Context: an optimization exercise on an open-source flow, tuned for small area and a short achievable clock period. The choices shown serve that exercise and are no tape-out recipe. At most, simulation tests tie the RTL to the original design; equivalence was not proved. Only the layout flow was run in run 1; the RTL was not checked for function there.

==> flow/design.v, too long to show whole: its modules and the start of the top module <==
// module macc_417: 733 lines
// module booth_enc: 6 lines
// module booth_row: 5 lines
// module last_row: 4 lines
// module fa: 4 lines
// module ha: 4 lines
// module fa1: 4 lines
// module xnor_g: 3 lines
// module or_g: 3 lines
// module final_adder: 596 lines
// module g_inv: 3 lines
// module g_nand: 3 lines
// module g_or: 3 lines
// module g_nor: 3 lines
// module g_xor: 3 lines
// module g_xnor: 3 lines
// module g_aoi21: 3 lines
// module g_oai21: 3 lines
module macc_417
  #(parameter A_WIDTH = 32,
    parameter B_WIDTH = 32
  )
  (
    input clk,
    input rst,
    input [A_WIDTH-1:0] a,
    input [B_WIDTH-1:0] b,
    input accumulate_enable,
    output [A_WIDTH+B_WIDTH-1:0] result,
    output overflow
  );
  // ...
==> flow/flow/run.sh <==
#!/bin/bash
# The standard layout (the standard.sh: standard synthesis, then ORFS to
# finish), with one change: the buffers placed on the input and output ports
# are sky130_fd_sc_hd__buf_2 cells instead of the ones buffer_ports picks.
set -euo pipefail
export BUFFER_PORTS_ARGS="-buffer_cell sky130_fd_sc_hd__buf_2"
bash standard.sh > standard_flow.log 2>&1
==> flow/standard.sh <==
#!/bin/bash
# synth_recipe.tcl (not shown) runs the flow's synth.tcl, then flattens the netlist and writes it again
# the make line also repeats each setting of config.mk as NAME=value (left out here)
make -C /OpenROAD-flow-scripts/flow DESIGN_CONFIG=/design/flow/config.mk WORK_HOME=/design/flow/orfs CLKGATE_MAP_FILE= SYNTH_SCRIPT=/design/flow/synth_recipe.tcl "${@:-finish}"
==> flow/config.mk <==
export PLATFORM = sky130hd
export DESIGN_NAME = macc_417
export DESIGN_NICKNAME = macc_417
export VERILOG_FILES = /design/flow/design.v
export SDC_FILE = /design/flow/constraint.sdc
export NUM_CORES = 4
export LEC_CHECK = 0
export CAP_MARGIN = 20
export CORE_MARGIN = 2
export CORE_UTILIZATION = 40
export SLEW_MARGIN = 20
export SYNTH_HIERARCHICAL = 1
export SYNTH_MINIMUM_KEEP_SIZE = 0
==> flow/constraint.sdc <==
create_clock -name core_clock -period 55.0 [get_ports {clk}]
set_input_delay 11.0000 -clock core_clock [delete_from_list [all_inputs] [get_ports {clk}]]
set_output_delay 11.0000 -clock core_clock [all_outputs]
set_load 0.01 [all_outputs]
==> flow_summary.html, run 1 <==
<table>
<tr><th>Metric</th><th>Value</th></tr>
<tr><th colspan="2">Global route</th></tr>
<tr><td>First-pass GRT wire length</td><td>143,000 um</td></tr>
<tr><td>GR Overflow Total</td><td>0</td></tr>
<tr><th colspan="2">CTS</th></tr>
<tr><td>Skew-Pair Late Insertion Delay</td><td>400 ps</td></tr>
<tr><td>Number of levels in the clock H-tree</td><td>3</td></tr>
<tr><th colspan="2">Die</th></tr>
<tr><td># Taps</td><td>855</td></tr>
<tr><th colspan="2">Logic synthesis</th></tr>
<tr><td>Syn Std Cell Area</td><td>26,200 um2</td></tr>
<tr><td>Synth Area in Compound Gates</td><td>between 10% and 20%</td></tr>
<tr><td>Area leader, netlist</td><td>sky130_fd_sc_hd__fa_1</td></tr>
<tr><td>Most area-consuming cells after synthesis</td><td>sky130_fd_sc_hd__fa_1, sky130_fd_sc_hd__xnor2_1, sky130_fd_sc_hd__a22oi_1</td></tr>
<tr><td>Distinct cell type count after synthesis</td><td>22</td></tr>
<tr><td>Mean instance size in the synthesized netlist</td><td>about 11 um2</td></tr>
<tr><th colspan="2">Run status</th></tr>
<tr><td>Outcome</td><td>no timing/DRC/antenna violations</td></tr>
<tr><th colspan="2">Layout</th></tr>
<tr><td>CLK BUF</td><td>11</td></tr>
<tr><td>Seq Cell Count</td><td>64</td></tr>
<tr><td>Portion of the layout cell area used by non-clock buffers</td><td>3.73%</td></tr>
<tr><td>Storage element area</td><td>roughly 1600 um2</td></tr>
<tr><td>Multi-input gate share of the layout cell area</td><td>between 80% and 90%</td></tr>
<tr><th colspan="2">Placed design</th></tr>
<tr><td>Placer's final routability congestion estimate</td><td>0.902</td></tr>
<tr><th colspan="2">STA</th></tr>
<tr><td>F_max</td><td>32.5 MHz</td></tr>
<tr><td>Max-slew headroom at the worst pin</td><td>between 20% and 30%</td></tr>
<tr><td>Final setup margin</td><td>about 24,000 ps</td></tr>
<tr><th colspan="2">Critical path</th></tr>
<tr><td>Worst reg2reg startpoint</td><td>accumulator[31]$_DFF_PP0_</td></tr>
<tr><td>Count of buffer and inverter cells on the critical path</td><td>5</td></tr>
<tr><th colspan="2">Min path</th></tr>
<tr><td>HP Start</td><td>accumulator[0]$_DFF_PP0_</td></tr>
<tr><th colspan="2">Flow run</th></tr>
<tr><td>Max-cap viol count</td><td>0</td></tr>
</table>
==> module booth_enc, before the edit <==
module booth_enc (input en, input [2:0] y, output one, output two, output neg, output negn);
  assign one = en & (y[1] ^ y[0]);
  assign two = en & ((y[2] & ~y[1] & ~y[0]) | (~y[2] & y[1] & y[0]));
  assign neg = en & y[2];
  assign negn = ~neg;
endmodule
==> module last_row, before the edit <==
module last_row (input en, input y, input [31:0] a, output [31:0] pl);
  wire e = en & y;
  assign pl = a & {32{e}};
endmodule
==> inputs of run 2 (changes only) <==
--- a/flow/design.v
+++ b/flow/design.v
@@ -11,27 +11,28 @@
     output [A_WIDTH+B_WIDTH-1:0] result,
     output overflow
   );
   reg [63:0] accumulator;
   always @(posedge clk or posedge rst) begin
     if (rst) accumulator <= 64'd0;
     else accumulator <= result;
   end
-  wire [32:0] bx = {b, 1'b0};
+  wire [31:0] bg = b & {32{accumulate_enable}};
+  wire [32:0] bx = {bg, 1'b0};
   wire [15:0] one, two, neg, negn;
   genvar gi;
   generate
     for (gi = 0; gi < 16; gi = gi + 1) begin : g_enc
-      booth_enc u_enc (.en(accumulate_enable), .y(bx[2*gi+2:2*gi]),
+      booth_enc u_enc (.y(bx[2*gi+2:2*gi]),
                        .one(one[gi]), .two(two[gi]), .neg(neg[gi]), .negn(negn[gi]));
     end
   endgenerate
   wire [31:0] pl;
-  last_row u_last (.en(accumulate_enable), .y(b[31]), .a(a), .pl(pl));
+  last_row u_last (.y(bg[31]), .a(a), .pl(pl));
   wire [32:0] pp0;
   booth_row u_row0 (.one(one[0]), .two(two[0]), .neg(neg[0]), .a(a), .pp(pp0));
   wire [32:0] pp1;
   booth_row u_row1 (.one(one[1]), .two(two[1]), .neg(neg[1]), .a(a), .pp(pp1));
   wire [32:0] pp2;
   booth_row u_row2 (.one(one[2]), .two(two[2]), .neg(neg[2]), .a(a), .pp(pp2));
   wire [32:0] pp3;
   booth_row u_row3 (.one(one[3]), .two(two[3]), .neg(neg[3]), .a(a), .pp(pp3));
@@ -726,30 +727,29 @@
   assign s590 = ~c588;
   wire [64:0] x = {c589, c587, c584, c581, c577, c573, c568, c563, c557, c551, c544, c537, c529, c521, c512, c503, c493, c483, c472, c461, c449, c437, c424, c411, c397, c383, c368, c353, c337, c321, c304, c287, c271, c255, c239, c224, c209, c195, c181, c168, c155, c143, c131, c120, c109, c99, c89, c80, c71, c63, c55, c48, c41, c35, c29, c24, c19, c15, c11, c8, s7, c3, s2, pp0[1], pp0[0]};
   wire [64:0] y = {s590, s589, s587, s584, s581, s577, s573, s568, s563, s557, s551, s544, s537, s529, s521, s512, s503, s493, s483, s472, s461, s449, s437, s424, s411, s397, s383, s368, s353, s337, s321, s304, s287, s271, s255, s239, s224, s209, s195, s181, s168, s155, s143, s131, s120, s109, s99, s89, s80, s71, s63, s55, s48, s41, s35, s29, s24, s19, s15, s11, s8, s5, s3, s1, s0};
   wire [64:0] sum;
   final_adder u_add (.x(x), .y(y), .s(sum));
   assign result = sum[63:0];
   assign overflow = sum[64];
 endmodule
-module booth_enc (input en, input [2:0] y, output one, output two, output neg, output negn);
-  assign one = en & (y[1] ^ y[0]);
-  assign two = en & ((y[2] & ~y[1] & ~y[0]) | (~y[2] & y[1] & y[0]));
-  assign neg = en & y[2];
+module booth_enc (input [2:0] y, output one, output two, output neg, output negn);
+  assign one = y[1] ^ y[0];
+  assign two = (y[2] & ~y[1] & ~y[0]) | (~y[2] & y[1] & y[0]);
+  assign neg = y[2];
   assign negn = ~neg;
 endmodule
 module booth_row (input one, input two, input neg, input [31:0] a, output [32:0] pp);
   wire [32:0] a0 = {1'b0, a};
   wire [32:0] a1 = {a, 1'b0};
   assign pp = ((a0 & {33{one}}) | (a1 & {33{two}})) ^ {33{neg}};
 endmodule
-module last_row (input en, input y, input [31:0] a, output [31:0] pl);
-  wire e = en & y;
-  assign pl = a & {32{e}};
+module last_row (input y, input [31:0] a, output [31:0] pl);
+  assign pl = a & {32{y}};
 endmodule
 module fa (input a, input b, input ci, output s, output co);
   assign s = a ^ b ^ ci;
   assign co = (a & b) | (a & ci) | (b & ci);
 endmodule
 module ha (input a, input b, output s, output co);
   assign s = a ^ b;
   assign co = a & b;
==> flow/config.mk (replaced) <==
export PLATFORM = sky130hd
export DESIGN_NAME = macc_417
export DESIGN_NICKNAME = macc_417
export VERILOG_FILES = /design/flow/design.v
export SDC_FILE = /design/flow/constraint.sdc
export NUM_CORES = 4
export LEC_CHECK = 0
export CAP_MARGIN = 20
export CORE_MARGIN = 2
export CORE_UTILIZATION = 55
export PLACE_DENSITY = 0.72
export SLEW_MARGIN = 20
export SYNTH_HIERARCHICAL = 1
export SYNTH_MINIMUM_KEEP_SIZE = 0
==> flow_summary.html, run 2 <==
<table>
<tr><th>Metric</th><th>Value</th></tr>
<tr><th colspan="2">CTS</th></tr>
<tr><td>Quantity of hold-fixing buffers added after cts</td><td>0</td></tr>
<tr><td>Root buffer cell</td><td>sky130_fd_sc_hd__clkbuf_16</td></tr>
<tr><td>CTS clk-pin slew, worst paths</td><td>70 ps</td></tr>
<tr><td>CTS tree</td><td>done</td></tr>
<tr><td>Count of buffers added by post-CTS timing repair for setup</td><td>0</td></tr>
<tr><td>Number of clock buffers inserted by TritonCTS</td><td>9</td></tr>
<tr><td>Number of sinks driven by the clock tree</td><td>64</td></tr>
<tr><td>Number of levels in the clock H-tree</td><td>3 (unchanged)</td></tr>
<tr><td>Post-CTS resize count</td><td>0</td></tr>
<tr><td>Skew-Pair Late Insertion Delay</td><td>400 ps (about the same)</td></tr>
<tr><td>Maximum buffer depth of the clock tree</td><td>2</td></tr>
<tr><th colspan="2">Logic synthesis</th></tr>
<tr><td>Mean instance size in the synthesized netlist</td><td>11.1 um2 (-0.29%)</td></tr>
<tr><td>Distinct cell type count after synthesis</td><td>21 (-4.5%)</td></tr>
<tr><td>Area leader, netlist</td><td>sky130_fd_sc_hd__fa_1</td></tr>
<tr><td>Most area-consuming cells after synthesis</td><td>sky130_fd_sc_hd__fa_1, sky130_fd_sc_hd__xnor2_1, sky130_fd_sc_hd__a22oi_1</td></tr>
<tr><td>Number of warning messages in the yosys log</td><td>7</td></tr>
<tr><td>Most used DFF post-synth</td><td>sky130_fd_sc_hd__dfrtp_1</td></tr>
<tr><td>Share of the yosys chip area belonging to registers</td><td>6.05%</td></tr>
<tr><td>Area fraction of the dominant cell type after synthesis</td><td>between 30% and 40%</td></tr>
<tr><td>Cells after Synth</td><td>2,383</td></tr>
<tr><td>Number of flops mapped to enable cells by yosys</td><td>0</td></tr>
<tr><td>Async SR Flop Fraction</td><td>100%</td></tr>
<tr><td>Synthesis-stage register bit count</td><td>64</td></tr>
<tr><td>Syn Std Cell Area</td><td>26,500 um2 (+1.1%)</td></tr>
<tr><td>Most instantiated cells after synthesis</td><td>sky130_fd_sc_hd__xnor2_1, sky130_fd_sc_hd__fa_1, sky130_fd_sc_hd__a22oi_1</td></tr>
<tr><td>Most frequent cell after synthesis</td><td>sky130_fd_sc_hd__xnor2_1</td></tr>
<tr><th colspan="2">Placed design</th></tr>
<tr><td>Cell Count Post-Placement</td><td>3,006</td></tr>
<tr><td>Placer's final routability congestion estimate</td><td>0.943 (+4.6%)</td></tr>
<tr><td>Number of buffers inserted by port buffering</td><td>131</td></tr>
<tr><td>Detailed Place HPWL</td><td>57,400 um</td></tr>
<tr><td>Post-DP Area</td><td>27,100 um2</td></tr>
<tr><th colspan="2">Min path</th></tr>
<tr><td>Instance count along the most critical hold path</td><td>2</td></tr>
<tr><td>HP Start</td><td>accumulator[0]$_DFF_PP0_</td></tr>
<tr><td>Type of the worst min-delay path</td><td>register to register</td></tr>
<tr><th colspan="2">Global route</th></tr>
<tr><td>Busiest layer in global routing</td><td>met2</td></tr>
<tr><td>First-pass GRT wire length</td><td>136,000 um (-4.7%)</td></tr>
<tr><td>Largest net degree at the start of global routing</td><td>65</td></tr>
<tr><td>GRT met2 Usage</td><td>56.2%</td></tr>
<tr><td>Number of global-route vias before repair</td><td>approximately 23k</td></tr>
<tr><td>GR Overflow Total</td><td>0 (unchanged)</td></tr>
<tr><td>Initial antenna violation count</td><td>2</td></tr>
<tr><td>Tot GR Track Use</td><td>36.3%</td></tr>
<tr><td>Met3 routing resource usage after global routing</td><td>roughly an eighth</td></tr>
<tr><td>Met1 track demand over resource</td><td>44.8%</td></tr>
<tr><th colspan="2">Critical path</th></tr>
<tr><td>Kind of start point of the critical path</td><td>primary input</td></tr>
<tr><td>Capturing element type of the critical path</td><td>output port</td></tr>
<tr><td>Depth of the most critical reg-to-reg path</td><td>20</td></tr>
<tr><td>Arrival time of data at the critical path endpoint</td><td>~20,000 ps</td></tr>
<tr><td>CP required</td><td>44,000 ps</td></tr>
<tr><td>Endpoint of the worst register-to-register path</td><td>accumulator[63]$_DFF_PP0_</td></tr>
<tr><td>Worst stage delay on the critical path</td><td>about 540 ps</td></tr>
<tr><td>Biggest fanout along the worst timing path</td><td>32</td></tr>
<tr><td>R2R setup slack</td><td>48,420 ps</td></tr>
<tr><td>Capturing element of the worst setup path</td><td>result[63]</td></tr>
<tr><td>Worst path slowest cell</td><td>sky130_fd_sc_hd__buf_4</td></tr>
<tr><td>Critical path start-end classification</td><td>primary input to output port</td></tr>
<tr><td>Crit. Startpoint</td><td>accumulate_enable</td></tr>
<tr><td>Worst reg2reg startpoint</td><td>accumulator[26]$_DFF_PP0_</td></tr>
<tr><th colspan="2">Detailed routing</th></tr>
<tr><td>Post-detailed-route count of antenna-violating nets</td><td>0</td></tr>
<tr><td>Routed vias</td><td>21.2k</td></tr>
<tr><td>DRC marker count from the first detailed-route iteration</td><td>between 2k and 3k</td></tr>
<tr><td>Routed length per placed instance</td><td>29.2 um</td></tr>
<tr><td>Total routed wirelength</td><td>slightly below 90,000 um</td></tr>
<tr><td>Via density per instance</td><td>~7</td></tr>
<tr><td>First-pass iteration count of the detailed router</td><td>7</td></tr>
<tr><td>Number of DRC violations after detailed routing</td><td>0</td></tr>
<tr><th colspan="2">Layout</th></tr>
<tr><td>Number of flip-flops under the largest register name</td><td>64</td></tr>
<tr><td>Register name with the most flops</td><td>accumulator</td></tr>
<tr><td>Layout filler cell count</td><td>4,080</td></tr>
<tr><td>Most frequent cells in the layout</td><td>sky130_fd_sc_hd__xnor2_1, sky130_fd_sc_hd__fa_1, sky130_fd_sc_hd__a22oi_1</td></tr>
<tr><td>Layout cell share with drive strength beyond 1</td><td>15.9%</td></tr>
<tr><td>Area Overhead vs Synth</td><td>3.57%</td></tr>
<tr><td>Post-route standard cell area excluding fillers</td><td>approximately 27,000 um2</td></tr>
<tr><td>Count of non-filler cells in the finished layout</td><td>3,026</td></tr>
<tr><td>Net count of the finished layout</td><td>between 3k and 4k</td></tr>
<tr><td>Most common library cell in the layout ignoring fill and taps</td><td>sky130_fd_sc_hd__xnor2_1</td></tr>
<tr><td>Largest registers ranked by flip-flop count</td><td>accumulator x64</td></tr>
<tr><th colspan="2">STA</th></tr>
<tr><td>Slew Viols, Final</td><td>0</td></tr>
<tr><td>Worst hold slack</td><td>634 ps</td></tr>
<tr><td>F_max</td><td>32.4 MHz (-0.41%)</td></tr>
<tr><td>Max-slew headroom at the worst pin</td><td>25.4% (+4.2 points)</td></tr>
<tr><td>Number of hold violations in the final report</td><td>0</td></tr>
<tr><td>Slew at the pin closest to its max-slew limit</td><td>1120 ps</td></tr>
<tr><td>Setup clock skew after layout</td><td>between 15 and 20 ps</td></tr>
<tr><td>Setup repair after global routing missed its margin</td><td>no</td></tr>
<tr><td>Setup Total Neg Slack</td><td>0 ps</td></tr>
<tr><td>Tcrit/Tclk final</td><td>56.1%</td></tr>
<tr><td>Final setup fails</td><td>0</td></tr>
<tr><td>Final min period</td><td>30,870 ps</td></tr>
<tr><th colspan="2">Die</th></tr>
<tr><td>Number of rows created at floorplan</td><td>80</td></tr>
<tr><td>Die area</td><td>49,900 um2</td></tr>
<tr><td>Core region area</td><td>approximately 48,000 um2</td></tr>
<tr><td>Ports placed on the boundary</td><td>132</td></tr>
<tr><td>Die height</td><td>between 200 and 250 um</td></tr>
<tr><td>Die boundary width</td><td>223 um</td></tr>
<tr><td>Initial Util</td><td>55.5%</td></tr>
<tr><th colspan="2">Run status</th></tr>
<tr><td>Outcome</td><td>no timing/DRC/antenna violations</td></tr>
<tr><th colspan="2">Flow run</th></tr>
<tr><td>Max-cap viol count</td><td>0 (unchanged)</td></tr>
</table>
run 2: cell count changes in the layout (fill, tap and decap cells not counted), moves of 15 or more:
cell / previous run / this run
sky130_fd_sc_hd__o22ai_2: 0 / 16
sky130_fd_sc_hd__nand4b_1: 16 / 0
sky130_fd_sc_hd__nand2b_1: 0 / 16
sky130_fd_sc_hd__inv_1: 22 / 38
sky130_fd_sc_hd__xor2_1: 38 / 22
sky130_fd_sc_hd__and2_2: 16 / 64
sky130_fd_sc_hd__xor2_2: 0 / 15
sky130_fd_sc_hd__and3_2: 32 / 0
sky130_fd_sc_hd__o31ai_4: 16 / 0
run 2: cell families after synthesis:
family                     Yosys count  share of synthesized area [%]
AOI/OAI and AO/OA                  632                           18.2
and+or+nand+nor                    201                           4.06
other                                1                         0.0142
xor gates and xnor gates           624                           20.7
DFF                                 64                           6.05
buffers and inverters              222                           5.84
adders and majority gates          639                           45.1
run 2: metrics by stage:
step / worst slack [ps] / util (%)
2_1_floorplan: 26810 / -
3_3_place_gp: 24400 / 56.8
3_5_place_dp: 24210 / 56.8
4_1_cts: 24200 / 57.5
5_1_grt: 23770 / 57.5
6_report: 24130 / 57.5
run 2: worst min path at each step:
stage,endpoint,slack (ps)
6_report,accumulator[0]$_DFF_PP0_,630
5_1_grt,accumulator[0]$_DFF_PP0_,680
4_1_cts,accumulator[0]$_DFF_PP0_,640
3_5_place_dp,accumulator[0]$_DFF_PP0_,620
3_3_place_gp,accumulator[0]$_DFF_PP0_,600
2_1_floorplan,accumulator[0]$_DFF_PP0_,680
run 2: layer usage:
metal | vias up | wire [um]
li1 | 8239 | -
met3 | 428 | 11400
met2 | 1776 | 39900
met4 | 0 | 5350
met5 | - | 0
met1 | 10708 | 31700
run 2: area by class of cell:
cell class | count | area [um2] | share of cell area, %
repair buffers | 189 | 1090 | 3.98
multi-input cells | 2099 | 23500 | 85.6
clock buffers | 11 | 253 | 0.922
diodes | 4 | 10.0 | 0.0365
well taps | 615 | 769 | 2.81
inverters | 39 | 148 | 0.539
clock inverters | 5 | 78.8 | 0.288
flip-flops and latches | 64 | 1600 | 5.84
run 2: Yosys stat by module (local to each module, per instance), a selection:
module | flops+latches | copies in the design | cell area (um2) | cells inside
last_row | 0 | 1 | 255 | 35
booth_enc | 0 | 16 | 42.5 | 6
ha | 0 | 113 | 12.5 | 1
xnor_g | 0 | 16 | 8.76 | 1
g_aoi21 | 0 | 81 | 8.76 | 1
final_adder | 0 | 1 | 7.51 | 1
or_g | 0 | 16 | 6.26 | 1
g_nand | 0 | 39 | 3.75 | 1
g_inv | 0 | 21 | 3.75 | 1
run 2: worst max-delay path, delay by kind of cell:
kind | cells | cell delay (ps)
adders and majority gates | 8 | 3270
AOI/OAI and AO/OA | 12 | 2770
buffers and inverters | 5 | 1660
and+or+nand+nor | 2 | 640
xor gates and xnor gates | 2 | 450

separate check: timing with driven ports:
Ports are ideal in the flow. The routed layouts listed here were re-timed in OpenROAD. Step 1, drivers: a clkbuf_16 drives clk and a buf_2 each remaining input, both assumed. Step 2 moves the port delays by t, midway between the first and last clock arrival at a register: inputs arrive t later, outputs are due t later. That takes back most of the time a late clock gives input paths. Three values: no drivers, after step 1, after step 2; two values: the first two.
run	shift t [ns]	setup slack, ns	hold WS [ns]	worst slew at a driven data input, ns
run 1	0.452	24.260 / 24.200 / 24.200	0.653 / 0.653 / 0.653	0.09
run 2	0.451	24.133 / 24.111 / 24.111	0.634 / 0.634 / 0.634	0.05
After both steps every run listed still meets setup and hold. The setup slack of run 1, which loses most, moves by -0.060 ns with the drivers and by -0.060 ns with both steps.
